Background: an optimization exercise with open tools, aiming at small area, a short achievable clock period and few clock cycles. Do not read the settings as production practice.
Function was checked by simulation only, so behaviour that the tests miss may differ from the original.
Power and IR drop assume default switching activity.

File: config.mk
export PLATFORM = sky130hd
export DESIGN_NAME = tpp_top
export DESIGN_NICKNAME = tpp_top
export VERILOG_FILES = /design/flow/design.v
export SDC_FILE = /design/flow/constraint.sdc
export NUM_CORES = 4
export LEC_CHECK = 0
export CAP_MARGIN = 20
export CORE_AREA = 4 4 536 536
export DIE_AREA = 0 0 540 540
export PLACE_DENSITY = 0.6
export SETUP_SLACK_MARGIN = 3.0
export SLEW_MARGIN = 20
export TNS_END_PERCENT = 5
File: constraint.sdc
create_clock -name core_clock -period 6.0 [get_ports {axi_aclk}]
set_input_delay 1.2000 -clock core_clock [delete_from_list [all_inputs] [get_ports {axi_aclk}]]
set_output_delay 1.2000 -clock core_clock [all_outputs]
set_load 0.01 [all_outputs]
File: design.v
module tpp_top (
    input         axi_aclk,
    input         axi_resetn,
    input  [63:0] tpp_reg0_in,
    input  [63:0] tpp_reg1_in,
    input  [63:0] tpp_reg2_in,
    output [63:0] tpp_reg0_out,
    output [63:0] tpp_reg1_out,
    output [63:0] tpp_reg2_out,
    output [63:0] tpp_reg3_out,
    output [63:0] tpp_reg4_out,
    output [63:0] tpp_reg5_out,
    output [63:0] tpp_reg6_out,
    output [63:0] tpp_reg7_out,
    output [255:0] m_axis_tdata,
    output [31:0]  m_axis_tstrb,
    output [127:0] m_axis_tuser,
    output         m_axis_tvalid,
    input          m_axis_tready,
    output         m_axis_tlast,
    input  [255:0] s_axis_tdata,
    input  [31:0]  s_axis_tstrb,
    input  [127:0] s_axis_tuser,
    input          s_axis_tvalid,
    output         s_axis_tready,
    input          s_axis_tlast
);
   localparam [63:0] REG3_DEFAULT = 64'd160000;
   wire acc = axi_resetn & s_axis_tvalid & m_axis_tready;
   assign s_axis_tready = m_axis_tready;
   assign m_axis_tvalid = s_axis_tvalid;
   assign m_axis_tstrb  = s_axis_tstrb;
   assign m_axis_tuser  = s_axis_tuser;
   assign m_axis_tlast  = s_axis_tlast;
   assign m_axis_tdata[255:64] = s_axis_tdata[255:64];
   reg p0, p1, p2, w3;
   reg use_ld;                  
   reg        lsm;              
   reg [3:0]  laddr;            
   reg [7:0]  rsel;             
   reg [15:0] asel;             
   reg        st;               
   reg        cond;             
   reg [1:0]  isel, jsel;       
   wire [7:0] op = s_axis_tdata[7:0];
   wire op0 = op == 8'd0;
   wire op1 = op == 8'd1;
   wire op2 = op == 8'd2;
   wire op3 = op == 8'd3;
   wire op4 = op == 8'd4;
   wire op5 = op == 8'd5;
   wire [2:0] r_in = op4 ? s_axis_tdata[18:16] : s_axis_tdata[10:8];
   wire [3:0] a_in = op5 ? s_axis_tdata[19:16] : s_axis_tdata[11:8];
   always @(posedge axi_aclk) begin
      if (~axi_resetn) begin
         p0 <= 1'b1;
         p1 <= 1'b0;
         p2 <= 1'b0;
         w3 <= 1'b0;
         use_ld <= 1'b0;
      end else if (acc) begin
         p0 <= s_axis_tlast;
         p1 <= p0 & ~s_axis_tlast;
         p2 <= p1 & ~s_axis_tlast;
         w3 <= p2 & ~s_axis_tlast;
         use_ld <= p2 & ~s_axis_tlast & (op0 | op1);
      end
   end
   always @(posedge axi_aclk) begin
      if (p2) begin
         rsel <= (op2 | op4) ? (8'd1 << r_in) : 8'd0;
         asel <= (op3 | op5) ? (16'd1 << a_in) : 16'd0;
         st   <= op2 | op3 | op4 | op5;
         cond <= op4 | op5;
         lsm   <= s_axis_tdata[0];
         laddr <= s_axis_tdata[11:8];
         isel <= s_axis_tdata[9:8];
         jsel <= (op4 | op5) ? s_axis_tdata[13:12] : 2'd0;
      end
   end
   wire [63:0] lane_i = s_axis_tdata[64*isel +: 64];
   wire [63:0] lane_j = s_axis_tdata[64*jsel +: 64];
   reg [63:0] wd;
   reg [7:0]  eqb;
   reg        do_w;
   integer b;
   always @(posedge axi_aclk) begin
      wd   <= lane_j;
      for (b = 0; b < 8; b = b + 1)
         eqb[b] <= lane_i[8*b +: 8] == lane_j[8*b +: 8];
      do_w <= acc & w3 & st;
   end
   wire       wr    = do_w & (~cond | (&eqb));
   wire [7:3] wen_r = wr ? rsel[7:3] : 5'd0;
   wire [15:0] wen_m = wr ? asel : 16'd0;
   reg [63:0] r0, r1, r2, r3, r4, r5, r6, r7;
   always @(posedge axi_aclk) begin
      r0 <= axi_resetn ? tpp_reg0_in : 64'd0;
      r1 <= axi_resetn ? tpp_reg1_in : 64'd0;
      r2 <= axi_resetn ? tpp_reg2_in : 64'd0;
   end
   wire [63:0] wd_z = wd & {64{axi_resetn}};
   wire [63:0] wd_3 = (wd & {64{axi_resetn}}) | (REG3_DEFAULT & {64{~axi_resetn}});
   always @(posedge axi_aclk) begin
      if (wen_r[3] | ~axi_resetn) r3 <= wd_3;
      if (wen_r[4] | ~axi_resetn) r4 <= wd_z;
      if (wen_r[5] | ~axi_resetn) r5 <= wd_z;
      if (wen_r[6] | ~axi_resetn) r6 <= wd_z;
      if (wen_r[7] | ~axi_resetn) r7 <= wd_z;
   end
   assign tpp_reg0_out = r0;
   assign tpp_reg1_out = r1;
   assign tpp_reg2_out = r2;
   assign tpp_reg3_out = r3;
   assign tpp_reg4_out = r4;
   assign tpp_reg5_out = r5;
   assign tpp_reg6_out = r6;
   assign tpp_reg7_out = r7;
   reg [1023:0] mem;
   integer k;
   always @(posedge axi_aclk) begin
      for (k = 0; k < 16; k = k + 1)
         if (wen_m[k]) mem[64*k +: 64] <= wd;
   end
   wire       ls = p2 ? s_axis_tdata[0] : lsm;
   wire [3:0] la = p2 ? s_axis_tdata[11:8] : laddr;
   reg [63:0] rd_reg, rd_mem, ld_data;
   always @(*) begin
      case (la[2:0])
        3'd0: rd_reg = r0;
        3'd1: rd_reg = r1;
        3'd2: rd_reg = r2;
        3'd3: rd_reg = r3;
        3'd4: rd_reg = r4;
        3'd5: rd_reg = r5;
        3'd6: rd_reg = r6;
        default: rd_reg = r7;
      endcase
      rd_mem = mem[64*la +: 64];
   end
   always @(posedge axi_aclk) ld_data <= ls ? rd_mem : rd_reg;
   assign m_axis_tdata[63:0] = use_ld ? ld_data : s_axis_tdata[63:0];
endmodule
File: flow/run.sh
#!/bin/bash
# Layout flow: the standard ORFS flow (standard.sh, unchanged synthesis,
# floorplan, power grid, placement, CTS and routing) with these changes:
#  - pin placement constraints (flow/pins.tcl,
#    sourced just before ORFS places the pins): each pass-through input pin
#    sits next to the output pin it feeds, and each group of pins is kept on
#    one edge of the die;
#  - the port buffers that ORFS inserts are buf_1 cells.
# The make output goes to layout.log; ORFS keeps each step's log under orfs/logs.
set -euo pipefail
here=$(pwd)
export PRE_IO_PLACEMENT_TCL=$here/flow/pins.tcl
export BUFFER_PORTS_ARGS="-buffer_cell sky130_fd_sc_hd__buf_1"
bash standard.sh > "$here/layout.log" 2>&1
File: flow/pins.tcl
# Pin placement constraints, sourced by ORFS just before it places the pins.
#  - each pass-through input pin sits next to the output pin it feeds;
#  - the stream data and control pins share the bottom edge, so that the
#    LOAD/STORE logic can sit close to all of them;
#  - tuser/tstrb (plain wires) go on the left edge, register mirrors 0-1 on
#    the right, mirror 2 and registers 3-7 on the top.
proc tpp_pair {edge a b} {
  set_io_pin_constraint -group -order -region $edge:* -pin_names [list $a $b]
}
for {set k 0} {$k < 256} {incr k} {
  tpp_pair bottom "s_axis_tdata\[$k\]" "m_axis_tdata\[$k\]"
}
tpp_pair bottom s_axis_tlast m_axis_tlast
tpp_pair bottom s_axis_tvalid m_axis_tvalid
tpp_pair bottom m_axis_tready s_axis_tready
set_io_pin_constraint -region bottom:* -pin_names {axi_resetn}
for {set k 0} {$k < 32} {incr k} {
  tpp_pair left "s_axis_tstrb\[$k\]" "m_axis_tstrb\[$k\]"
}
for {set k 0} {$k < 128} {incr k} {
  tpp_pair left "s_axis_tuser\[$k\]" "m_axis_tuser\[$k\]"
}
foreach r {0 1} {
  for {set k 0} {$k < 64} {incr k} {
    tpp_pair right "tpp_reg${r}_in\[$k\]" "tpp_reg${r}_out\[$k\]"
  }
}
for {set k 0} {$k < 64} {incr k} {
  tpp_pair top "tpp_reg2_in\[$k\]" "tpp_reg2_out\[$k\]"
}
set tpp_top_pins {}
foreach r {3 4 5 6 7} {
  for {set k 0} {$k < 64} {incr k} { lappend tpp_top_pins "tpp_reg${r}_out\[$k\]" }
}
set_io_pin_constraint -region top:* -pin_names $tpp_top_pins
File: standard.sh
#!/bin/bash
# synth_recipe.tcl (not shown) runs the flow's synth.tcl, then flattens the netlist and writes it again
# the make line also repeats each setting of config.mk as NAME=value (left out here)
make -C /OpenROAD-flow-scripts/flow DESIGN_CONFIG=/design/flow/config.mk WORK_HOME=/design/flow/orfs CLKGATE_MAP_FILE= SYNTH_SCRIPT=/design/flow/synth_recipe.tcl "${@:-finish}"
==> impl_metrics.py, run 1 <==
metrics = {
    "sta": {
        "period_share_pct": 54.9,
        "holdWs_ns": 0.487,
        "period_needed_ns": 3.29,
        "setup_ws_ns": 2.71,
        "tns_ns": 0,
        "clock_skew_ns": 0.0974,
        "hold_viol": 0,
        "relSlewSlack_pct": 21.0,
        "max_freq_mhz": 304,
        "finalSetupViolCount": 0,
        "slew_violations": 0,
        "rsz0062_at_grt": "yes",
        "worst_slew_pin_slew_ns": 1.18,
    },
    "worst_setup_path": {
        "cp_max_fo": 100,
        "crit_path_max_incr_delay_ns": 0.65,
        "cp-end-kind": "register",
        "critical_path_arrival_ns": 4.06,
        "crit_top_cell": "buf_12",
        "path_class": "register to register",
        "cpMaxStageDelayCell": "nand2_1",
        "crit_required_ns": 6.77,
        "critical_path.cell_chain": "mux2i_4, buf_12, buf_12, nand2_1, nand3_1, a31oi_2, o2111ai_1",
        "crit_path_start_kind": "register",
    },
    "drt": {
        "drcViolationCount": 0,
        "drt_pass1_iterations": 7,
        "ant_nets": 0,
        "via_per_inst": 5.16,
        "vias": 50940,
        "routed_wl_um": 378000,
        "drt_iter0_drc": 7193,
        "wl_per_cell_um": 38.3,
    },
    "cts": {
        "cts_tree": "built",
        "htreeDepth": 4,
        "clk_path_buf_depth": 4,
        "numCtsBuffers": 182,
        "clkTransAtPathRegs_ns": 0.07,
        "clock-sinks": 1710,
        "cts_root_buf": "clkbuf_16",
        "clk_latency_ns": 0.88,
    },
    "run_status": {
        "status": "finished clean",
    },
    "floorplan": {
        "fp.dieW_um": 540,
        "dieArea_um2": 292000,
        "die_y_um": 540,
        "ioPinCount": 1544,
        "rows": 195,
        "start_util_pct": 25.1,
        "core_area_um2": 282000,
    },
    "synthesis": {
        "synthTopCellsByArea": "edfxtp_1 58%, dfxtp_1 9.6%, mux4_2 4.7%, buf_4 4.0%, nand2_1 3.2%",
        "synth_ff_type": "edfxtp_1",
        "synth_area_leader_cell": "edfxtp_1",
        "synth-async-reset-ratio_pct": 0,
        "synth_mux_area_share_pct": 8.54,
        "synth_seq_cells": 1710,
        "synth_xor_area_share_pct": 0.793,
        "synth_top_family_by_area": "simple AND/OR/NAND/NOR gates",
        "syn_area_per_cell_um2": 14.1,
        "synth_compound_area_share_pct": 8.18,
        "synth.most_common_cell": "edfxtp_1",
        "synth_simple_gate_area_share_pct": 8.70,
        "syn_area_um2": 70700,
        "seq_area_frac_synth_pct": 67.9,
        "postSynthCellCount": 5009,
        "synthAdderAreaFrac_pct": 0,
        "yosysTopAreaCellShare_pct": 58.3,
        "yosys_warnings": 1,
        "ys_types": 69,
        "ys_top_cells_by_count": "1,371 x edfxtp_1, 594 x nand2_1, 374 x buf_4, 339 x dfxtp_1, 264 x and2_1",
        "synth_nets": 5622,
        "synth_edf_count": 1371,
    },
    "pwr": {
        "powerDensity_nw_per_um2": 362,
        "irDropWorstVdd_mv": 0.257,
        "leakage_uw": 0.0274,
        "fin_total_pwr_uw": 30600,
    },
    "finish": {
        "top_register": "mem",
        "n_fill_cell": 28459,
        "final_nets": 6518,
        "drive_above_1_share_pct": 12.9,
        "syn_to_final_growth_pct": 19.5,
        "largest_register_ffs": 1024,
    },
    "global_routing": {
        "grt_pass1_wl_um": 478000,
        "grt_pass1_vias": 48032,
        "antenna_found_initial": 54,
        "track_usage_pct": 24.6,
        "grt_overflow": 0,
        "grt_max_degree": 138,
    },
    "flow_run": {
        "drv_cap": 0,
    },
    "worst_hold_path": {
        "hp-class": "register to register",
    },
    "place": {
        "dp_hpwl_um": 285000,
        "gp_congestion": 1.03,
        "dpl_worst_slack_ns": 1.39,
        "io_buffers": 1223,
    },
}
==> where the power goes <==
part | leakage (uW) | switching, uW | total, uW | internal (uW)
Clock | 0.00294 | 4810 | 11600 | 6780
Sequential | 0.0155 | 1320 | 14600 | 13300
Combinational | 0.00897 | 3040 | 4380 | 1340
Total | 0.0274 | 9170 | 30600 | 21400
==> final timing paths <==
kind | startpoint | end | slack [ns] | depth (start not counted)
worst max-delay path | p2 | ld_data[10] | 2.71 | 7
worst max register to register | p2 | ld_data[10] | 2.71 | 7
worst min-delay path | p0 | p0 | 0.49 | 2
worst min register to register | p0 | p0 | 0.49 | 2
==> routing by layer <==
layer  wire length (um)  global-route usage (%)
met5                 99                       0
met4              33300                    19.1
met1             120000                    25.6
met3              39200                    7.59
met2             185000                    41.4
==> metrics by stage <==
step	area, um2	cells	util [%]
after floorplan	70700	5009	-
after global placement	77200	9421	27.4
after detailed placement	77200	9421	27.4
after CTS	83800	9768	29.7
after global routing	84400	9863	29.9
final	84500	9876	29.9
==> final cells by class <==
cell class	count	area (um2)	share of cell area, %
diodes	87	218	0.258
clock buffers	237	5010	5.93
clock inverters	88	1020	1.21
inverters	10	62.6	0.0741
multi-input cells	2611	18900	22.3
flip-flops and latches	1710	48000	56.8
well taps	3743	4680	5.55
repair buffers	1390	6610	7.83
==> cells by family after synthesis <==
group           count (synthesis)
flops                        1710
simple gates                 1291
compound gates                846
buf+inv                       690
mux                           408
xor+xnor                       64
==> worst max-delay path, delay by kind of cell (launching register included) <==
family	cells	cell delay [ns]
compound gates	2	0.50
buf+inv	2	0.64
flops	1	0.60
mux	1	0.33
simple gates	2	1.00
==> layout by cell type (no fill, tap or decap), types with 154 or more instances in the layout <==
cell type / Yosys / final
mux2i_1: 192 / 191
and2_1: 264 / 264
edfxtp_1: 1371 / 1371
dfxtp_1: 339 / 315
nand2_1: 594 / 582
o21ai_0: 161 / 154
nand3_1: 244 / 244
buf_1: 22 / 1194
clkbuf_16: 0 / 190
==> timing repair <==
action | 4_1_cts | 5_1_grt
setup endpoints to repair | 865 | 418
hold buffers | 0 | 0
gates resized for setup | 99 | 46
gates cloned | 5 | 5
buffers inserted | 17 | 13
pin swaps | 2 | 2
Testbench counts, summed over its fixed seeds: cycles 16,624.
==> inputs of run 2 (changes only) <==
--- a/config.mk
+++ b/config.mk
@@ -9,6 +9,6 @@
 export CORE_AREA = 4 4 536 536
 export DIE_AREA = 0 0 540 540
 export PLACE_DENSITY = 0.6
-export SETUP_SLACK_MARGIN = 3.0
+export SETUP_SLACK_MARGIN = 2.85
 export SLEW_MARGIN = 20
-export TNS_END_PERCENT = 5
+export TNS_END_PERCENT = 0
==> run 2 against run 1 <==
Compared with the run above:
- clock-buffer cell count is the same
- worst hold slack worse by 0.00052 ns
- register-to-register slack got worse by 0.15 ns
- global-route usage about the same
- via count decreased by 0.41%
- die area did not move
- synthesized cell count unchanged
- sequential share of layout area is 0.38 points higher
- total power is 0.30% lower
- synthesized area did not move
- core utilization fell by 0.21 points
- cell count about the same
- largest power group unchanged
- highest routed layer unchanged
==> impl_metrics.py, run 2 <==
metrics = {
    "run_status": {
        "status": "finished clean",
    },
    "cts": {
        "clk_path_buf_depth": 4,
        "clock-sinks": 1710,
        "cts_root_buf": "clkbuf_16",
        "numCtsBuffers": 182,
        "clkTransAtPathRegs_ns": 0.07,
        "htreeDepth": 4,
        "postCtsHoldBufs": 0,
        "clk_latency_ns": 0.89,
        "cts_tree": "built",
    },
    "pwr": {
        "irDropWorstVdd_mv": 0.265,
        "leakage_uw": 0.0271,
        "powerDensity_nw_per_um2": 363,
    },
    "synthesis": {
        "synth_area_leader_cell": "edfxtp_1",
        "ys_types": 69,
        "synth_edf_count": 1371,
        "synth_ff_type": "edfxtp_1",
        "synth.most_common_cell": "edfxtp_1",
        "postSynthCellCount": 5009,
        "ys_top_cells_by_count": "1,371 x edfxtp_1, 594 x nand2_1, 374 x buf_4, 339 x dfxtp_1, 264 x and2_1",
        "yosys_warnings": 1,
        "syn_area_um2": 70700,
        "yosysTopAreaCellShare_pct": 58.3,
        "synthTopCellsByArea": "edfxtp_1 58%, dfxtp_1 9.6%, mux4_2 4.7%, buf_4 4.0%, nand2_1 3.2%",
        "syn_area_per_cell_um2": 14.1,
        "seq_area_frac_synth_pct": 67.9,
        "synth_seq_cells": 1710,
        "synth-async-reset-ratio_pct": 0,
        "synth_nets": 5622,
    },
    "worst_setup_path": {
        "cp-end-kind": "register",
        "r2r-start": "p2",
        "critical_path_arrival_ns": 4.21,
        "cp_max_fo": 100,
        "crit_path_start_kind": "register",
        "regToRegEndpoint": "ld_data[10]",
        "rr_worst_depth": 7,
        "path_class": "register to register",
        "crit_required_ns": 6.77,
        "timing.reg2reg.setup_slack_ns": 2.56,
    },
    "drt": {
        "ant_nets": 0,
        "via_per_inst": 5.14,
        "vias": 50729,
        "wl_per_cell_um": 38.0,
        "drt_iter0_drc": 6920,
        "drt_pass1_iterations": 8,
        "drcViolationCount": 0,
        "routed_wl_um": 375000,
    },
    "sta": {
        "slew_violations": 0,
        "clock_skew_ns": 0.110,
        "period_needed_ns": 3.44,
        "period_share_pct": 57.3,
        "rsz0062_at_grt": "yes",
        "finalSetupViolCount": 0,
        "worst_slew_pin_slew_ns": 1.20,
        "max_freq_mhz": 291,
        "tns_ns": 0,
        "relSlewSlack_pct": 19.3,
        "holdWs_ns": 0.486,
        "hold_viol": 0,
    },
    "worst_hold_path": {
        "worstHoldStart": "p0",
        "hp-class": "register to register",
        "hold_depth": 2,
        "worstHoldEndpoint": "p0",
    },
    "global_routing": {
        "track_usage_pct": 24.5,
        "antenna_found_initial": 65,
        "grt_pass1_vias": 47939,
        "grt_pass1_wl_um": 478000,
        "grt_max_degree": 138,
        "grt_overflow": 0,
    },
    "floorplan": {
        "rows": 195,
        "dieArea_um2": 292000,
        "die_y_um": 540,
        "core_area_um2": 282000,
        "fp.dieW_um": 540,
        "ioPinCount": 1544,
        "start_util_pct": 25.1,
    },
    "place": {
        "gp_congestion": 1.03,
        "io_buffers": 1223,
        "dp_hpwl_um": 285000,
    },
    "finish": {
        "mostFrequentLayoutCells": "1,371 x edfxtp_1, 1,211 x buf_1, 588 x nand2_1",
        "regArea_um2": 48000,
        "n_fill_cell": 28538,
        "top_register": "mem",
        "multi_input_area_um2": 18800,
        "drive_above_1_share_pct": 11.7,
        "final_core_utilization_pct": 29.7,
        "final_nets": 6490,
        "mostFrequentLayoutCell": "edfxtp_1",
        "largest_register_ffs": 1024,
        "syn_to_final_growth_pct": 18.7,
    },
    "flow_run": {
        "drv_cap": 0,
    },
}
## run 2: cell count changes in the layout (fill, tap and decap cells not counted), moves of 9 or more
cell and delta:
diode_2 +29, dfxtp_2 -17, buf_6 -16, dfxtp_1 +17, buf_4 -9, buf_1 +17
buf_16 -9
## run 2: timing repair
action / in CTS / in global routing
setup buffers: 12 / 0
gates cloned: 1 / 1
setup endpoints to repair: 524 / 400
pin swaps: 0 / 1
gates resized for setup: 31 / 13
## run 2: cells by family after synthesis
| group | after synthesis | synth area share, % |
|---|---|---|
| mux | 408 | 8.54 |
| xor+xnor | 64 | 0.793 |
| simple gates | 1291 | 8.70 |
| flops | 1710 | 67.9 |
| buf+inv | 690 | 5.92 |
| compound gates | 846 | 8.18 |
## run 2: worst max-delay path, stage by stage, from the launching register on
cell       delay, ns
dfxtp_4         0.67
mux2i_4         0.35
buf_12          0.17
buf_12          0.45
nand2_1         0.62
nand3_1         0.33
a31oi_1         0.31
o2111ai_1       0.30
## run 2: final cells by class
cell class / count / share of cell area [%]
clock buffers: 237 / 5.97
repair buffers: 1363 / 7.23
diodes: 116 / 0.346
clock inverters: 88 / 1.22
flip-flops and latches: 1710 / 57.2
multi-input cells: 2610 / 22.4
well taps: 3743 / 5.59
inverters: 10 / 0.0686
## run 2: per-layer routing
metal	vias up	global-route usage (%)	share of wire (%)
li1	20597	-	-
met1	26322	25.3	32
met5	-	0	0.021
met4	12	19.2	9.4
met2	3060	41.2	49
met3	738	7.96	10
## run 2: report_power, final
group,total [uW],internal (uW),switching (uW),leakage (uW)
clock,11600,6780,4810,0.00294
combinational,4290,1300,2990,0.00864
sequential,14600,13300,1330,0.0155
## run 2: worst max path at each step
stage                     start               end  slack, ns  depth (start not counted)
2_1_floorplan        axi_resetn             r3[0]       2.49                          3
3_3_place_gp    s_axis_tdata[8]       ld_data[37]       1.45                          8
3_5_place_dp    s_axis_tdata[8]       ld_data[37]       1.39                          8
4_1_cts        s_axis_tdata[10]  m_axis_tdata[10]       2.60                          6
5_1_grt                      p2       ld_data[10]       2.62                          6
6_report                     p2       ld_data[10]       2.56                          7
## run 2: per-stage QoR
stage / setup WS [ns] / cells / total power [uW] / cell area, um2
global route: 2.62 / 9866 / 31200 / 83800
global placement: 1.45 / 9421 / 19100 / 77200
floorplan: 2.49 / 5009 / 16200 / 70700
detailed placement: 1.39 / 9421 / 19100 / 77200
finish: 2.56 / 9877 / 30500 / 83800
CTS: 2.60 / 9759 / 30600 / 83500
==> inputs of run 3 (changes only) <==
--- a/config.mk
+++ b/config.mk
@@ -7,8 +7,10 @@
 export LEC_CHECK = 0
 export CAP_MARGIN = 20
 export CORE_AREA = 4 4 536 536
+export CTS_CLUSTER_DIAMETER = 80
+export CTS_CLUSTER_SIZE = 26
 export DIE_AREA = 0 0 540 540
 export PLACE_DENSITY = 0.6
-export SETUP_SLACK_MARGIN = 2.85
+export SETUP_SLACK_MARGIN = 3.0
 export SLEW_MARGIN = 20
-export TNS_END_PERCENT = 0
+export TNS_END_PERCENT = 5
==> run 3 against run 2 <==
Compared with the run above:
- still clean on timing, DRC and antenna
- global-route usage decreased by 0.11 points
- clock skew decreased by 0.053 ns
- cell area is 2.7% lower
- critical path type is now register to output pin
- highest routed layer unchanged
==> impl_metrics.py, run 3 <==
metrics = {
    "finish": {
        "mostFrequentLayoutCells": "1,371 x edfxtp_1, 1,198 x buf_1, 581 x nand2_1",
        "n_fill_cell": 28741,
        "design_area_um2": 81600,
        "largest_register_ffs": 1024,
        "final_nets": 6435,
        "drive_above_1_share_pct": 10.9,
        "stdcell_count": 9755,
        "syn_to_final_growth_pct": 15.5,
        "mostFrequentLayoutCell": "edfxtp_1",
        "top_register": "mem",
    },
    "synthesis": {
        "synth_ff_type": "edfxtp_1",
        "yosys_warnings": 1,
        "synth-async-reset-ratio_pct": 0,
        "syn_area_um2": 70700,
        "synth_nets": 5622,
        "synth_edf_count": 1371,
        "synthTopCellsByArea": "edfxtp_1 58%, dfxtp_1 9.6%, mux4_2 4.7%, buf_4 4.0%, nand2_1 3.2%",
        "ys_types": 69,
        "syn_area_per_cell_um2": 14.1,
        "synth_area_leader_cell": "edfxtp_1",
        "seq_area_frac_synth_pct": 67.9,
        "postSynthCellCount": 5009,
        "ys_top_cells_by_count": "1,371 x edfxtp_1, 594 x nand2_1, 374 x buf_4, 339 x dfxtp_1, 264 x and2_1",
        "yosysTopAreaCellShare_pct": 58.3,
        "synth.most_common_cell": "edfxtp_1",
        "synth_seq_cells": 1710,
    },
    "worst_setup_path": {
        "path_class": "register to output pin",
        "crit_start": "ld_data[27]",
        "crit_required_ns": 4.80,
        "cp_max_fo": 9,
        "crit_path_start_kind": "register",
        "cp-end-kind": "output pin",
        "critical_path_arrival_ns": 2.12,
        "r2r-start": "laddr[0]",
    },
    "drt": {
        "vias": 50399,
        "drt_pass1_iterations": 6,
        "routed_wl_um": 375000,
        "ant_nets": 0,
        "drt_iter0_drc": 7067,
        "via_per_inst": 5.17,
        "wl_per_cell_um": 38.5,
        "drcViolationCount": 0,
    },
    "global_routing": {
        "grt_pass1_wl_um": 474000,
        "track_usage_pct": 24.4,
        "antenna_found_initial": 67,
        "grt_overflow": 0,
        "grt_pass1_vias": 47046,
        "grt_max_degree": 138,
    },
    "sta": {
        "worst_slew_pin_slew_ns": 1.22,
        "setup_ws_ns": 2.68,
        "period_needed_ns": 3.32,
        "max_freq_mhz": 301,
        "finalSetupViolCount": 0,
        "rsz0062_at_grt": "yes",
        "period_share_pct": 55.4,
        "holdWs_ns": 0.484,
        "tns_ns": 0,
        "slew_violations": 0,
        "hold_viol": 0,
        "relSlewSlack_pct": 18.1,
        "clock_skew_ns": 0.0570,
    },
    "floorplan": {
        "start_util_pct": 25.1,
        "rows": 195,
        "fp.dieW_um": 540,
        "dieArea_um2": 292000,
        "die_y_um": 540,
        "ioPinCount": 1544,
        "core_area_um2": 282000,
    },
    "worst_hold_path": {
        "hp-class": "register to register",
        "worstHoldStart": "p0",
    },
    "cts": {
        "postCtsHoldBufs": 0,
        "htreeDepth": 3,
        "cts_tree": "built",
        "clk_path_buf_depth": 3,
        "numCtsBuffers": 89,
        "clock-sinks": 1710,
        "clkTransAtPathRegs_ns": 0.10,
        "cts_root_buf": "clkbuf_16",
        "clk_latency_ns": 0.82,
    },
    "place": {
        "gp_congestion": 1.03,
        "io_buffers": 1223,
        "dpl_cell_area_um2": 77200,
        "dp_hpwl_um": 285000,
        "dpl_worst_slack_ns": 1.39,
        "place_inst": 9421,
    },
    "pwr": {
        "sw_frac_of_total_pct": 32.9,
        "clkPwrFrac_pct": 27.9,
        "irDropWorstVdd_mv": 0.319,
        "p_comb_share_pct": 16.6,
        "leakage_uw": 0.0259,
        "powerDensity_nw_per_um2": 322,
        "internal-power_uw": 17700,
        "seq_power_share_pct": 55.5,
        "switchingPower_uw": 8660,
    },
    "flow_run": {
        "drv_cap": 0,
    },
    "run_status": {
        "status": "finished clean",
    },
}
[run 3: cell counts after synthesis]
No cell type changed its count.
[run 3: layout make-up]
class | count | area (um2) | area share [%]
flip-flops and latches | 1710 | 48000 | 58.8
repair buffers | 1399 | 6640 | 8.14
clock inverters | 32 | 623 | 0.764
diodes | 114 | 285 | 0.350
multi-input cells | 2612 | 18900 | 23.1
clock buffers | 135 | 2430 | 2.98
inverters | 10 | 62.6 | 0.0767
well taps | 3743 | 4680 | 5.74
[run 3: stage by stage]
step / util [%] / power, uW
after floorplan: - / 16200
final: 28.9 / 26300
after global placement: 27.4 / 19100
after detailed placement: 27.4 / 19100
after global routing: 28.9 / 27000
after CTS: 28.7 / 26300
[run 3: cells by family after synthesis]
kind of cell	count (synthesis)	share of synthesized area, %
AOI/OAI and AO/OA	846	8.18
xor gates and xnor gates	64	0.793
buffers and inverters	690	5.92
DFF	1710	67.9
muxes	408	8.54
and+or+nand+nor	1291	8.70
[run 3: final timing paths]
kind	end	slack, ns	depth (start not counted)
worst min register to register	p0	0.48	2
worst min-delay path	p0	0.48	2
worst max register to register	ld_data[46]	2.70	10
worst max-delay path	m_axis_tdata[27]	2.68	2
[run 3: power by group through the flow]
stage | Clock [uW] | Sequential [uW] | Combinational [uW]
global placement | 0 | 15000 | 4150
finish | 7340 | 14600 | 4380
detailed placement | 0 | 15000 | 4160
global route | 7830 | 14600 | 4530
floorplan | 0 | 13800 | 2400
CTS | 7420 | 14700 | 4230
[run 3: routing by layer]
layer  GRT usage, %  up-vias  routed length (um)  share of wire (%)
met4           18.5       18               35600                9.5
met3           7.42      678               39400                 10
met1           25.5    26168              119000                 32
li1               -    20397                   -                  -
met2           41.3     3138              181000                 48
met5              0        -                 120              0.032
[run 3: timing repair]
item | 4_1_cts | 5_1_grt
buffers inserted | 17 | 27
endpoints found under the setup margin | 814 | 423
pin swaps | 2 | 5
cloned | 5 | 4
resized for setup | 97 | 55
[run 3: critical path, stage by stage, from the launching register on]
cell     delay, ns
dfxtp_1       0.86
mux2_2        0.31
buf_1         0.17
==> inputs of run 4 (changes only) <==
--- a/config.mk
+++ b/config.mk
@@ -10,7 +10,7 @@
 export CTS_CLUSTER_DIAMETER = 80
 export CTS_CLUSTER_SIZE = 26
 export DIE_AREA = 0 0 540 540
-export PLACE_DENSITY = 0.6
+export PLACE_DENSITY = 0.5
 export SETUP_SLACK_MARGIN = 3.0
 export SLEW_MARGIN = 20
 export TNS_END_PERCENT = 5
==> run 4 against run 3 <==
Compared with the run above:
- clock-buffer cell count fell by 6
- sequential power about the same
- core utilization is 0.15 points higher
- wire length is 1.5% higher
- die area did not move
- first-iteration DRC count down 10%
- cell area rose by 0.52%
- non-clock buffer count grew 15
- sequential share of layout area down 0.30 points
- synthesized cell count is the same
- worst hold slack worse by 0.0090 ns
- synthesized area is the same
==> impl_metrics.py, run 4 <==
metrics = {
    "sta": {
        "slew_violations": 0,
        "period_share_pct": 54.7,
        "clock_skew_ns": 0.115,
        "tns_ns": 0,
        "finalSetupViolCount": 0,
        "max_freq_mhz": 305,
        "hold_viol": 0,
        "relSlewSlack_pct": 26.0,
        "rsz0062_at_grt": "yes",
        "worst_slew_pin_slew_ns": 1.11,
        "period_needed_ns": 3.28,
    },
    "finish": {
        "final_nets": 6458,
        "drive_above_1_share_pct": 11.6,
        "stdcell_count": 9756,
        "syn_to_final_growth_pct": 16.1,
        "mostFrequentLayoutCell": "edfxtp_1",
        "final_core_utilization_pct": 29.1,
        "top_register": "mem",
        "mostFrequentLayoutCells": "1,371 x edfxtp_1, 1,209 x buf_1, 588 x nand2_1",
        "largest_register_ffs": 1024,
    },
    "drt": {
        "drcViolationCount": 0,
        "via_per_inst": 5.18,
        "vias": 50498,
        "wl_per_cell_um": 39.1,
        "drt_pass1_iterations": 6,
        "routed_wl_um": 381000,
        "drt_iter0_drc": 6337,
        "ant_nets": 0,
    },
    "worst_hold_path": {
        "hold_depth": 2,
        "worstHoldEndpoint": "p0",
        "worstHoldStart": "p0",
        "hp-class": "register to register",
    },
    "place": {
        "gp_congestion": 1.01,
        "place_inst": 9450,
        "dp_hpwl_um": 288000,
        "io_buffers": 1223,
    },
    "floorplan": {
        "core_area_um2": 282000,
        "dieArea_um2": 292000,
        "die_y_um": 540,
        "start_util_pct": 25.1,
        "fp.dieW_um": 540,
        "ioPinCount": 1544,
        "rows": 195,
    },
    "synthesis": {
        "synth.most_common_cell": "edfxtp_1",
        "synth_top_family_by_area": "simple AND/OR/NAND/NOR gates",
        "synth_area_leader_cell": "edfxtp_1",
        "synth_mux_area_share_pct": 8.54,
        "synth-async-reset-ratio_pct": 0,
        "synth_xor_area_share_pct": 0.793,
        "ys_types": 69,
        "synth_edf_count": 1371,
        "yosys_warnings": 1,
        "synth_simple_gate_area_share_pct": 8.70,
        "postSynthCellCount": 5009,
        "synth_nets": 5622,
        "seq_area_frac_synth_pct": 67.9,
        "synthTopCellsByArea": "edfxtp_1 58%, dfxtp_1 9.6%, mux4_2 4.7%, buf_4 4.0%, nand2_1 3.2%",
        "synth_seq_cells": 1710,
        "synthAdderAreaFrac_pct": 0,
        "synth_ff_type": "edfxtp_1",
        "synth_compound_area_share_pct": 8.18,
        "yosysTopAreaCellShare_pct": 58.3,
        "syn_area_per_cell_um2": 14.1,
        "syn_area_um2": 70700,
        "ys_top_cells_by_count": "1,371 x edfxtp_1, 594 x nand2_1, 374 x buf_4, 339 x dfxtp_1, 264 x and2_1",
    },
    "worst_setup_path": {
        "crit_family": "buffers and inverters",
        "cp-end-kind": "output pin",
        "r2r-start": "laddr[2]",
        "regToRegEndpoint": "ld_data[39]",
        "crit_required_ns": 4.80,
        "crit_top_cell": "buf_1",
        "critical_path_arrival_ns": 2.08,
        "timing.reg2reg.setup_slack_ns": 2.73,
        "path_buf_inv": 4,
        "crit_start": "s_axis_tdata[17]",
        "path_class": "input pin to output pin",
        "cp_max_fo": 9,
        "crit_path_start_kind": "input pin",
        "cpMaxStageDelayCell": "o21ai_4",
        "rr_worst_depth": 8,
        "critical_path.cell_chain": "buf_1, buf_4, inv_1, o21ai_4, buf_1",
        "crit_path_max_incr_delay_ns": 0.25,
    },
    "global_routing": {
        "grt_overflow": 0,
        "grt_pass1_vias": 47669,
        "grt_max_degree": 118,
        "track_usage_pct": 24.8,
        "grt_pass1_wl_um": 481000,
        "antenna_found_initial": 65,
    },
    "run_status": {
        "status": "finished clean",
    },
    "cts": {
        "htreeDepth": 3,
        "clk_path_buf_depth": 3,
        "cts_root_buf": "clkbuf_16",
        "cts_tree": "built",
        "clkTransAtPathRegs_ns": 0.08,
        "clock-sinks": 1710,
        "clk_latency_ns": 0.82,
        "numCtsBuffers": 95,
    },
    "pwr": {
        "irDropWorstVdd_mv": 0.219,
        "leakage_uw": 0.0262,
        "powerDensity_nw_per_um2": 330,
    },
    "flow_run": {
        "drv_cap": 0,
    },
}
-- run 4: cell counts after synthesis --
No cell type changed its count.
-- run 4: final cells by class --
cell class / instances / area [um2]
tap: 3743 / 4680
clock buffer: 129 / 2680
sequential: 1710 / 48000
timing repair buffer: 1414 / 6670
inverter: 10 / 81.3
clock inverter: 49 / 748
fill: 28854 / 200000
timing repair inverter: 2 / 17.5
multi-input combinational: 2612 / 18900
antenna: 87 / 218
-- run 4: cells by family after synthesis --
family | Yosys count
xor gates and xnor gates | 64
and+or+nand+nor | 1291
muxes | 408
DFF | 1710
AOI/OAI and AO/OA | 846
buffers and inverters | 690
-- run 4: worst max-delay path by stage --
stage,slack (ns),depth (start not counted),to
final,2.72,5,m_axis_tdata[17]
after CTS,2.67,1,tpp_reg0_out[9]
after global placement,1.31,9,ld_data[9]
after detailed placement,1.37,9,ld_data[30]
after floorplan,2.49,3,r3[0]
after global routing,2.68,2,m_axis_tdata[27]
-- run 4: metal layers --
layer | global-route usage, % | vias up | routed length (um)
met1 | 26.3 | 26476 | 127000
met3 | 6.48 | 676 | 33200
li1 | - | 20423 | -
met5 | 0 | - | 111
met4 | 18.8 | 16 | 33500
met2 | 42.3 | 2907 | 188000
-- run 4: what timing repair did --
item,4_1_cts,5_1_grt
cloned,3,6
gates resized for setup,83,66
setup buffers,15,17
pin swaps,2,5
setup endpoints to repair,1009,568
endpoints found under the hold margin,0,0
hold buffers,0,0
-- run 4: worst reg2reg max path: cells and delay by family (launching register included) --
kind | cells | cell delay (ns)
compound gates | 4 | 1.24
buf+inv | 3 | 1.13
flops | 1 | 0.65
mux | 1 | 0.15
-- run 4: report_power, final --
part           internal, uW  switching [uW]  total [uW]
Sequential            13300            1350       14600
Combinational          1410            3080        4490
Clock                  3560            4410        7970
-- run 4: per-stage QoR --
stage / hold slack [ns] / total power [uW] / area, um2 / setup slack, ns
2_1_floorplan: 0.422 / 16200 / 70700 / 2.49
3_3_place_gp: 0.456 / 19200 / 77400 / 1.31
6_report: 0.475 / 27100 / 82000 / 2.72
5_1_grt: 0.521 / 27800 / 82000 / 2.68
4_1_cts: 0.482 / 27100 / 81300 / 2.67
3_5_place_dp: 0.456 / 19200 / 77400 / 1.37
==> inputs of run 5 (changes only) <==
==> config.mk (replaced) <==
export PLATFORM = sky130hd
export DESIGN_NAME = tpp_top
export DESIGN_NICKNAME = tpp_top
export VERILOG_FILES = /design/flow/design.v
export SDC_FILE = /design/flow/constraint.sdc
export NUM_CORES = 4
export LEC_CHECK = 0
export CAP_MARGIN = 5
export CORE_AREA = 4 4 536 536
export CTS_CLUSTER_DIAMETER = 80
export CTS_CLUSTER_SIZE = 26
export DIE_AREA = 0 0 540 540
export PLACE_DENSITY = 0.6
export SETUP_SLACK_MARGIN = 3.0
export SLEW_MARGIN = 5
export TNS_END_PERCENT = 5
==> run 5 against run 4 <==
Compared with the run above:
- cell count down 0.34%
- critical path type unchanged
- highest routed layer unchanged
- cell area fell by 0.80%
- synthesized cell count did not move
- worst setup slack better by 0.012 ns
- wire length is 1.6% lower
- first-iteration DRC count grew 11%
- sequential share of layout area increased by 0.47 points
- die area unchanged
- total power fell by 2.4%
- synthesized area stayed put
==> impl_metrics.py, run 5 <==
metrics = {
    "run_status": {
        "status": "finished clean",
    },
    "cts": {
        "clk_path_buf_depth": 3,
        "postCtsHoldBufs": 0,
        "clk_latency_ns": 0.84,
        "clkTransAtPathRegs_ns": 0.07,
        "htreeDepth": 3,
        "numCtsBuffers": 90,
        "cts_tree": "built",
        "clock-sinks": 1710,
        "cts_root_buf": "clkbuf_16",
    },
    "sta": {
        "relSlewSlack_pct": 17.1,
        "finalSetupViolCount": 0,
        "clock_skew_ns": 0.0944,
        "period_needed_ns": 3.27,
        "period_share_pct": 54.5,
        "worst_slew_pin_slew_ns": 1.24,
        "tns_ns": 0,
        "holdWs_ns": 0.485,
        "max_freq_mhz": 306,
        "hold_viol": 0,
        "slew_violations": 0,
        "rsz0062_at_grt": "yes",
    },
    "worst_hold_path": {
        "worstHoldStart": "p0",
        "hold_depth": 2,
        "hp-class": "register to register",
        "worstHoldEndpoint": "p0",
    },
    "synthesis": {
        "synth-async-reset-ratio_pct": 0,
        "ys_top_cells_by_count": "1,371 x edfxtp_1, 594 x nand2_1, 374 x buf_4, 339 x dfxtp_1, 264 x and2_1",
        "syn_area_um2": 70700,
        "synth_ff_type": "edfxtp_1",
        "syn_area_per_cell_um2": 14.1,
        "synth_area_leader_cell": "edfxtp_1",
        "ys_types": 69,
        "yosys_warnings": 1,
        "synth_seq_cells": 1710,
        "synth.most_common_cell": "edfxtp_1",
        "synthTopCellsByArea": "edfxtp_1 58%, dfxtp_1 9.6%, mux4_2 4.7%, buf_4 4.0%, nand2_1 3.2%",
        "postSynthCellCount": 5009,
        "yosysTopAreaCellShare_pct": 58.3,
        "synth_edf_count": 1371,
        "seq_area_frac_synth_pct": 67.9,
        "synth_nets": 5622,
    },
    "pwr": {
        "switchingPower_uw": 8690,
        "irDropWorstVdd_mv": 0.285,
        "fin_total_pwr_uw": 26400,
        "sw_frac_of_total_pct": 32.9,
        "seq_power_share_pct": 55.2,
        "p_comb_share_pct": 16.4,
        "leakage_uw": 0.0258,
        "internal-power_uw": 17700,
        "clkPwrFrac_pct": 28.4,
        "powerDensity_nw_per_um2": 325,
    },
    "worst_setup_path": {
        "cpMaxStageDelayCell": "buf_1",
        "crit_path_start_kind": "input pin",
        "rr_worst_depth": 10,
        "cp-end-kind": "output pin",
        "critical_path.cell_chain": "buf_1, buf_4, mux2_2, buf_1",
        "crit_top_cell": "buf_1",
        "cp_max_fo": 13,
        "crit_required_ns": 4.80,
        "r2r-start": "laddr[0]",
        "crit_path_max_incr_delay_ns": 0.31,
        "path_class": "input pin to output pin",
        "regToRegEndpoint": "ld_data[46]",
        "timing.reg2reg.setup_slack_ns": 2.74,
        "critical_path_arrival_ns": 2.07,
    },
    "floorplan": {
        "die_y_um": 540,
        "fp.dieW_um": 540,
        "core_area_um2": 282000,
        "dieArea_um2": 292000,
        "ioPinCount": 1544,
        "start_util_pct": 25.1,
        "rows": 195,
    },
    "drt": {
        "ant_nets": 0,
        "drt_iter0_drc": 7025,
        "wl_per_cell_um": 38.6,
        "drcViolationCount": 0,
        "vias": 50454,
        "via_per_inst": 5.19,
        "routed_wl_um": 375000,
        "drt_pass1_iterations": 6,
    },
    "finish": {
        "largest_register_ffs": 1024,
        "mostFrequentLayoutCell": "edfxtp_1",
        "final_nets": 6417,
        "design_area_um2": 81400,
        "final_core_utilization_pct": 28.9,
        "syn_to_final_growth_pct": 15.2,
        "mostFrequentLayoutCells": "1,371 x edfxtp_1, 1,207 x buf_1, 586 x nand2_1",
        "top_register": "mem",
        "n_fill_cell": 28727,
        "drive_above_1_share_pct": 10.4,
    },
    "place": {
        "dpl_cell_area_um2": 77200,
        "dp_hpwl_um": 285000,
        "io_buffers": 1223,
        "gp_congestion": 1.03,
    },
    "global_routing": {
        "grt_pass1_vias": 47159,
        "grt_max_degree": 138,
        "track_usage_pct": 24.4,
        "grt_pass1_wl_um": 474000,
        "antenna_found_initial": 67,
        "grt_overflow": 0,
    },
    "flow_run": {
        "drv_cap": 0,
    },
}
-- run 5: how the worst max path moves through the flow --
| stage | from | end | depth (start not counted) |
|---|---|---|---|
| 2_1_floorplan | axi_resetn | r3[0] | 3 |
| 3_3_place_gp | s_axis_tdata[8] | ld_data[37] | 8 |
| 3_5_place_dp | s_axis_tdata[8] | ld_data[37] | 8 |
| 4_1_cts | s_axis_tdata[8] | m_axis_tdata[8] | 5 |
| 5_1_grt | r0[9] | tpp_reg0_out[9] | 1 |
| 6_report | s_axis_tdata[0] | m_axis_tdata[0] | 4 |
-- run 5: worst max-delay path: cells and delay by family --
kind | cells | cell delay (ns)
mux | 1 | 0.20
buf+inv | 3 | 0.65
-- run 5: metal layers --
metal  vias to the layer above  track usage [%]  share of wire (%)
li1                      20333                -                  -
met1                     26236             25.8                 32
met2                      3189             41.2                 49
met3                       684             6.96                9.8
met4                        12             19.0                9.1
met5                         -                0              0.021
-- run 5: cell type report --
cell class / count / area (um2) / share of cell area, %
multi-input cells: 2612 / 18800 / 23.1
well taps: 3743 / 4680 / 5.76
diodes: 99 / 248 / 0.304
flip-flops and latches: 1710 / 48000 / 59.0
inverters: 10 / 62.6 / 0.0769
clock inverters: 37 / 747 / 0.918
repair buffers: 1380 / 6430 / 7.91
clock buffers: 132 / 2420 / 2.97
-- run 5: power by group through the flow --
stage                     Combinational (uW)  Clock, uW  Sequential (uW)
after floorplan                         2400          0            13800
after global placement                  4150          0            15000
after detailed placement                4150          0            14900
after CTS                               4220       7570            14700
after global routing                    4490       7990            14600
final                                   4340       7500            14600
-- run 5: what timing repair did --
item | 4_1_cts | 5_1_grt
cloned | 5 | 3
pin swaps | 2 | 3
resized for setup | 88 | 26
buffers inserted | 17 | 8
setup endpoints to repair | 741 | 847
-- run 5: kinds of logic (layout without fill, tap and decap cells) --
| kind of cell | count (synthesis) | in the layout | share of synthesized area (%) |
|---|---|---|---|
| flip-flops | 1710 | 1710 | 67.9 |
| AND/OR/NAND/NOR | 1291 | 1292 | 8.70 |
| AO/OA/AOI/OAI | 846 | 848 | 8.18 |
| buffers and inverters | 690 | 1559 | 5.92 |
| multiplexers | 408 | 408 | 8.54 |
| XOR/XNOR | 64 | 64 | 0.793 |
| other | 0 | 99 | 0 |
-- run 5: through the flow --
step                      instances  worst slack, ns
after floorplan                5009             2.49
final                          9723             2.73
after detailed placement       9421             1.44
after CTS                      9612             2.64
after global placement         9421             1.45
after global routing           9710             2.70
==> inputs of run 6 (changes only) <==
--- a/config.mk
+++ b/config.mk
@@ -7,8 +7,6 @@
 export LEC_CHECK = 0
 export CAP_MARGIN = 5
 export CORE_AREA = 4 4 536 536
-export CTS_CLUSTER_DIAMETER = 80
-export CTS_CLUSTER_SIZE = 26
 export DIE_AREA = 0 0 540 540
 export PLACE_DENSITY = 0.6
 export SETUP_SLACK_MARGIN = 3.0
==> run 6 against run 5 <==
Compared with the run above:
- maximum frequency is 0.72% lower
- sequential power hardly changed
- total power increased by 16%
- synthesized area unchanged
- global-route usage increased by 0.15 points
- clock-buffer cell count is 106 higher
- critical path depth is 2 lower
- largest power group unchanged
- sequential cell count unchanged
==> impl_metrics.py, run 6 <==
metrics = {
    "synthesis": {
        "synth_seq_cells": 1710,
        "synth.most_common_cell": "edfxtp_1",
        "ys_top_cells_by_count": "1,371 x edfxtp_1, 594 x nand2_1, 374 x buf_4, 339 x dfxtp_1, 264 x and2_1",
        "synth_area_leader_cell": "edfxtp_1",
        "yosysTopAreaCellShare_pct": 58.3,
        "ys_types": 69,
        "seq_area_frac_synth_pct": 67.9,
        "yosys_warnings": 1,
        "syn_area_um2": 70700,
        "synth_nets": 5622,
        "synthTopCellsByArea": "edfxtp_1 58%, dfxtp_1 9.6%, mux4_2 4.7%, buf_4 4.0%, nand2_1 3.2%",
        "postSynthCellCount": 5009,
        "synth-async-reset-ratio_pct": 0,
        "synth_edf_count": 1371,
        "syn_area_per_cell_um2": 14.1,
        "synth_ff_type": "edfxtp_1",
    },
    "worst_hold_path": {
        "worstHoldStart": "p0",
        "hp-class": "register to register",
        "worstHoldEndpoint": "p0",
        "hold_depth": 2,
    },
    "floorplan": {
        "ioPinCount": 1544,
        "start_util_pct": 25.1,
        "rows": 195,
        "dieArea_um2": 292000,
        "core_area_um2": 282000,
        "fp.dieW_um": 540,
        "die_y_um": 540,
    },
    "sta": {
        "rsz0062_at_grt": "yes",
        "max_freq_mhz": 303,
        "finalSetupViolCount": 0,
        "period_needed_ns": 3.29,
        "tns_ns": 0,
        "slew_violations": 0,
        "relSlewSlack_pct": 19.4,
        "hold_viol": 0,
        "period_share_pct": 54.9,
        "clock_skew_ns": 0.106,
        "worst_slew_pin_slew_ns": 1.21,
        "setup_ws_ns": 2.71,
    },
    "cts": {
        "clkTransAtPathRegs_ns": 0.06,
        "numCtsBuffers": 182,
        "htreeDepth": 4,
        "cts_tree": "built",
        "clk_latency_ns": 0.88,
        "clock-sinks": 1710,
        "cts_root_buf": "clkbuf_16",
        "clk_path_buf_depth": 4,
    },
    "worst_setup_path": {
        "path_class": "register to output pin",
        "r2r-start": "p2",
        "regToRegEndpoint": "ld_data[45]",
        "timing.reg2reg.setup_slack_ns": 2.75,
        "crit_path_start_kind": "register",
        "rr_worst_depth": 7,
        "critical_path_arrival_ns": 2.09,
        "crit_required_ns": 4.80,
        "cp_max_fo": 8,
        "crit_start": "ld_data[1]",
        "cp-end-kind": "output pin",
    },
    "run_status": {
        "status": "finished clean",
    },
    "drt": {
        "topRoutingLayerUsed": "met5",
        "wl_met2_um": 184000,
        "vias": 51095,
        "routed_wl_um": 378000,
        "ant_nets": 0,
        "drt_iter0_drc": 6939,
        "drcViolationCount": 0,
        "wl_met1_um": 122000,
        "wl_met3_um": 37700,
        "drt_pass1_iterations": 8,
        "via_per_inst": 5.18,
        "wl_per_cell_um": 38.3,
    },
    "global_routing": {
        "track_usage_pct": 24.6,
        "grt_max_degree": 138,
        "grt_pass1_vias": 48165,
        "antenna_found_initial": 62,
        "grt_pass1_wl_um": 479000,
        "grt_overflow": 0,
    },
    "place": {
        "dpl_worst_slack_ns": 1.44,
        "place_inst": 9421,
        "dp_hpwl_um": 285000,
        "io_buffers": 1223,
        "gp_congestion": 1.03,
    },
    "pwr": {
        "clkPwrFrac_pct": 38.2,
        "switchingPower_uw": 9200,
        "internal-power_uw": 21600,
        "powerDensity_nw_per_um2": 363,
        "seq_power_share_pct": 47.5,
        "leakage_uw": 0.0275,
        "irDropWorstVdd_mv": 0.244,
        "p_comb_share_pct": 14.3,
        "sw_frac_of_total_pct": 29.9,
    },
    "finish": {
        "mostFrequentLayoutCells": "1,371 x edfxtp_1, 1,188 x buf_1, 586 x nand2_1",
        "largest_register_ffs": 1024,
        "syn_to_final_growth_pct": 19.7,
        "drive_above_1_share_pct": 13.1,
        "final_nets": 6515,
        "mostFrequentLayoutCell": "edfxtp_1",
        "top_register": "mem",
        "stdcell_count": 9873,
    },
    "flow_run": {
        "drv_cap": 0,
    },
}
[run 6: changes by cell type in the layout (fill, tap and decap cells not counted), moves of 14 or more]
cell       delta
buf_1        -19
buf_6        +23
bufinv_16    +22
clkbuf_16    +98
clkinv_1     +14
clkinv_16    -14
clkinv_2     +29
diode_2      -16
mux2_2       -17
mux2_4       +17
[run 6: repair_timing]
item / 4_1_cts / 5_1_grt
endpoints found under the setup margin: 795 / 561
cloned: 6 / 4
pin swaps: 2 / 3
resized for setup: 121 / 60
hold buffers: 0 / 0
buffers inserted: 17 / 12
[run 6: critical path: stages, from the launching register on]
cell	delay, ns
dfxtp_1	0.77
mux2_2	0.28
buf_1	0.23
[run 6: cells by family (layout without fill, tap and decap cells)]
| group | after synthesis | in the layout | share of synthesized area [%] |
|---|---|---|---|
| AO/OA/AOI/OAI | 846 | 848 | 8.18 |
| flip-flops | 1710 | 1710 | 67.9 |
| buffers and inverters | 690 | 1725 | 5.92 |
| other | 0 | 83 | 0 |
| AND/OR/NAND/NOR | 1291 | 1292 | 8.70 |
| multiplexers | 408 | 408 | 8.54 |
| XOR/XNOR | 64 | 64 | 0.793 |
[run 6: area by class of cell]
type | count | area, um2
clock inverter | 91 | 1130
tap | 3743 | 4680
timing repair buffer | 1386 | 6640
sequential | 1710 | 48000
fill | 28456 | 197000
multi-input combinational | 2612 | 18900
clock buffer | 238 | 5010
inverter | 10 | 62.6
antenna | 83 | 208
[run 6: worst max-delay path by stage]
stage | end | cells past startpoint
floorplan | r3[0] | 3
global placement | ld_data[37] | 8
detailed placement | ld_data[37] | 8
CTS | ld_data[37] | 7
global route | m_axis_tdata[16] | 4
finish | m_axis_tdata[1] | 2
[run 6: stage by stage]
| step | instance area, um2 | power, uW | utilization (%) | hold WS [ns] |
|---|---|---|---|---|
| detailed placement | 77200 | 19100 | 27.4 | 0.478 |
| global route | 84500 | 31500 | 30.0 | 0.511 |
| global placement | 77200 | 19100 | 27.4 | 0.467 |
| finish | 84600 | 30800 | 30.0 | 0.483 |
| floorplan | 70700 | 16200 | - | 0.422 |
| CTS | 84000 | 30800 | 29.8 | 0.493 |
[run 6: routing by layer]
layer  track usage [%]  vias to the layer above
met5                 0                        -
met4              18.2                        8
met3              7.34                      722
met2              41.8                     3224
met1              25.8                    26528
li1                  -                    20613
[run 6: power groups by stage]
stage | clock (uW) | sequential, uW | combinational [uW]
after floorplan | 0 | 13800 | 2400
after global placement | 0 | 15000 | 4150
after detailed placement | 0 | 14900 | 4150
after CTS | 11800 | 14700 | 4240
after global routing | 12300 | 14600 | 4540
final | 11700 | 14600 | 4380
==> inputs of run 7 (changes only) <==
--- a/config.mk
+++ b/config.mk
@@ -7,8 +7,10 @@
 export LEC_CHECK = 0
 export CAP_MARGIN = 5
 export CORE_AREA = 4 4 536 536
+export CTS_CLUSTER_DIAMETER = 80
+export CTS_CLUSTER_SIZE = 26
 export DIE_AREA = 0 0 540 540
 export PLACE_DENSITY = 0.6
-export SETUP_SLACK_MARGIN = 3.0
+export SETUP_SLACK_MARGIN = 3.15
 export SLEW_MARGIN = 5
 export TNS_END_PERCENT = 5
==> run 7 against run 6 <==
Compared with the run above:
- still clean on timing, DRC and antenna
- sequential cell count did not move
- wire length barely moved
- cell count fell by 1.5%
- synthesized area did not move
- core utilization fell by 0.85 points
- first-iteration DRC count rose by 2.9%
- critical path type is now input pin to output pin
- highest routed layer unchanged
==> impl_metrics.py, run 7 <==
metrics = {
    "sta": {
        "holdWs_ns": 0.475,
        "slew_violations": 0,
        "rsz0062_at_grt": "yes",
        "relSlewSlack_pct": 19.3,
        "setup_ws_ns": 2.73,
        "period_share_pct": 54.5,
        "finalSetupViolCount": 0,
        "max_freq_mhz": 306,
        "worst_slew_pin_slew_ns": 1.18,
        "clock_skew_ns": 0.0748,
        "hold_viol": 0,
        "tns_ns": 0,
        "period_needed_ns": 3.27,
    },
    "worst_hold_path": {
        "worstHoldStart": "p0",
        "hp-class": "register to register",
        "hold_depth": 2,
        "worstHoldEndpoint": "p0",
    },
    "synthesis": {
        "synth_seq_cells": 1710,
        "postSynthCellCount": 5009,
        "syn_area_um2": 70700,
        "synthTopCellsByArea": "edfxtp_1 58%, dfxtp_1 9.6%, mux4_2 4.7%, buf_4 4.0%, nand2_1 3.2%",
        "seq_area_frac_synth_pct": 67.9,
        "yosys_warnings": 1,
        "ys_types": 69,
        "synth_nets": 5622,
        "yosysTopAreaCellShare_pct": 58.3,
        "synth_area_leader_cell": "edfxtp_1",
        "synth_edf_count": 1371,
        "syn_area_per_cell_um2": 14.1,
        "synth.most_common_cell": "edfxtp_1",
        "synth-async-reset-ratio_pct": 0,
        "ys_top_cells_by_count": "1,371 x edfxtp_1, 594 x nand2_1, 374 x buf_4, 339 x dfxtp_1, 264 x and2_1",
        "synth_ff_type": "edfxtp_1",
    },
    "finish": {
        "drive_above_1_share_pct": 12.0,
        "design_area_um2": 82200,
        "mostFrequentLayoutCells": "1,371 x edfxtp_1, 1,177 x buf_1, 586 x nand2_1",
        "multi_input_area_um2": 19000,
        "final_nets": 6457,
        "top_register": "mem",
        "n_fill_cell": 28560,
        "syn_to_final_growth_pct": 16.3,
        "regArea_um2": 48000,
        "mostFrequentLayoutCell": "edfxtp_1",
        "largest_register_ffs": 1024,
    },
    "floorplan": {
        "fp.dieW_um": 540,
        "dieArea_um2": 292000,
        "start_util_pct": 25.1,
        "ioPinCount": 1544,
        "die_y_um": 540,
        "rows": 195,
        "core_area_um2": 282000,
    },
    "place": {
        "dp_hpwl_um": 288000,
        "io_buffers": 1223,
        "gp_congestion": 1.03,
        "dpl_cell_area_um2": 77200,
        "dpl_worst_slack_ns": 1.32,
    },
    "drt": {
        "ant_nets": 0,
        "vias": 50514,
        "routed_wl_um": 378000,
        "drcViolationCount": 0,
        "drt_iter0_drc": 7140,
        "via_per_inst": 5.20,
        "drt_pass1_iterations": 7,
        "wl_per_cell_um": 38.9,
    },
    "cts": {
        "cts_root_buf": "clkbuf_16",
        "clk_latency_ns": 0.80,
        "clkTransAtPathRegs_ns": 0.08,
        "clk_path_buf_depth": 3,
        "postCtsHoldBufs": 0,
        "htreeDepth": 3,
        "clock-sinks": 1710,
        "cts_tree": "built",
        "numCtsBuffers": 90,
    },
    "pwr": {
        "irDropWorstVdd_mv": 0.243,
        "leakage_uw": 0.0263,
        "powerDensity_nw_per_um2": 323,
    },
    "worst_setup_path": {
        "cp-end-kind": "output pin",
        "rr_worst_depth": 9,
        "crit_path_start_kind": "input pin",
        "crit_required_ns": 4.80,
        "regToRegEndpoint": "ld_data[63]",
        "path_class": "input pin to output pin",
        "r2r-start": "p2",
        "timing.reg2reg.setup_slack_ns": 2.87,
        "cp_max_fo": 3,
        "critical_path_arrival_ns": 2.07,
    },
    "global_routing": {
        "grt_pass1_wl_um": 479000,
        "grt_pass1_vias": 46857,
        "grt_max_degree": 124,
        "antenna_found_initial": 65,
        "track_usage_pct": 24.8,
        "grt_overflow": 0,
    },
    "run_status": {
        "status": "finished clean",
    },
    "flow_run": {
        "drv_cap": 0,
    },
}
[run 7: what timing repair did]
item                                     CTS  global route
endpoints found under the setup margin  1249          1308
gates cloned                              11             3
pin swaps                                 12             3
resized for setup                        133           154
setup buffers                             41            13
[run 7: layout make-up]
class	instances	area share (%)
well taps	3743	5.70
repair inverters	1	0.0107
inverters	10	0.104
diodes	60	0.183
clock inverters	37	0.869
flip-flops and latches	1710	58.4
repair buffers	1418	8.64
multi-input cells	2613	23.1
clock buffers	128	2.96
[run 7: kinds of logic after synthesis]
logic type      share of synthesized area (%)
buf+inv                                  5.92
mux                                      8.54
compound gates                           8.18
flops                                    67.9
simple gates                             8.70
xor+xnor                                0.793
[run 7: worst max path at each step]
stage | endpoint | cells after the start | start | slack [ns]
4_1_cts | m_axis_tdata[2] | 4 | use_ld | 2.72
3_5_place_dp | ld_data[63] | 9 | s_axis_tdata[8] | 1.32
6_report | m_axis_tdata[8] | 5 | s_axis_tdata[8] | 2.73
3_3_place_gp | ld_data[63] | 9 | s_axis_tdata[8] | 1.33
5_1_grt | eqb[4] | 5 | jsel[0] | 2.70
2_1_floorplan | mem[384] | 4 | eqb[6] | 2.99
[run 7: worst max-delay path, stage by stage]
cell and delay (ns):
clkbuf_16 0.14, buf_8 0.11, clkinvlp_4 0.22, o21ai_2 0.20
buf_6 0.16
[run 7: report_power, final]
part | internal [uW] | switching [uW]
Combinational | 1420 | 3020
Clock | 3190 | 4270
Sequential | 13300 | 1380
Total | 17900 | 8660
[run 7: layer usage]
layer	GRT usage [%]	vias up	part of all wire [%]	wire [um]
met5	0	-	0.039	149
met4	19.6	22	9.9	37500
met3	7.47	738	11	40500
met2	41.5	3453	48	181000
met1	26.0	25929	31	119000
li1	-	20372	-	-
[run 7: through the flow]
| step | power, uW | util (%) | std cells |
|---|---|---|---|
| after CTS | 26600 | 28.9 | 9644 |
| after global routing | 27200 | 29.1 | 9705 |
| after floorplan | 16200 | - | 5009 |
| final | 26500 | 29.1 | 9720 |
| after global placement | 19100 | 27.4 | 9427 |
| after detailed placement | 19100 | 27.4 | 9427 |

[port drivers added, routing unchanged]
No port has a modelled driver above. Below, the same layouts with a new extraction and two added sets of constraints.
Step 1 (the two cells are an assumption about what drives the block):
set clk [get_ports {axi_aclk}]
set_driving_cell -lib_cell sky130_fd_sc_hd__clkbuf_16 $clk
set_driving_cell -lib_cell sky130_fd_sc_hd__buf_2 [delete_from_list [all_inputs] $clk]
Step 2 times the ports against the registers' clock, not the clock port: input delays grow and output delays shrink by t, the midpoint of the rising clock arrivals with the driver on.
Slacks: ideal ports / drivers / drivers and shift; pairs: ideal ports / drivers.
run | t (ns) | slack for setup (ns) | worst register clock-pin slew, ns | pins driven straight from the clock port
run 1 | 0.941 | 2.708 / 2.618 / 1.895 | 0.07 / 0.07 | 1
run 2 | 0.933 | 2.561 / 2.561 / 1.858 | 0.07 / 0.07 | 1
run 3 | 0.895 | 2.678 / 2.568 / 1.942 | 0.11 / 0.11 | 1
run 4 | 0.875 | 2.717 / 2.605 / 2.024 | 0.11 / 0.11 | 1
run 5 | 0.905 | 2.729 / 2.621 / 1.975 | 0.11 / 0.11 | 1
run 6 | 0.934 | 2.705 / 2.595 / 1.929 | 0.07 / 0.07 | 1
run 7 | 0.857 | 2.730 / 2.652 / 1.966 | 0.11 / 0.11 | 1
After both steps setup and hold are still met in every run listed. For run 1, which loses most, drivers alone change the setup slack by -0.090 ns; drivers and shift together by -0.813 ns.
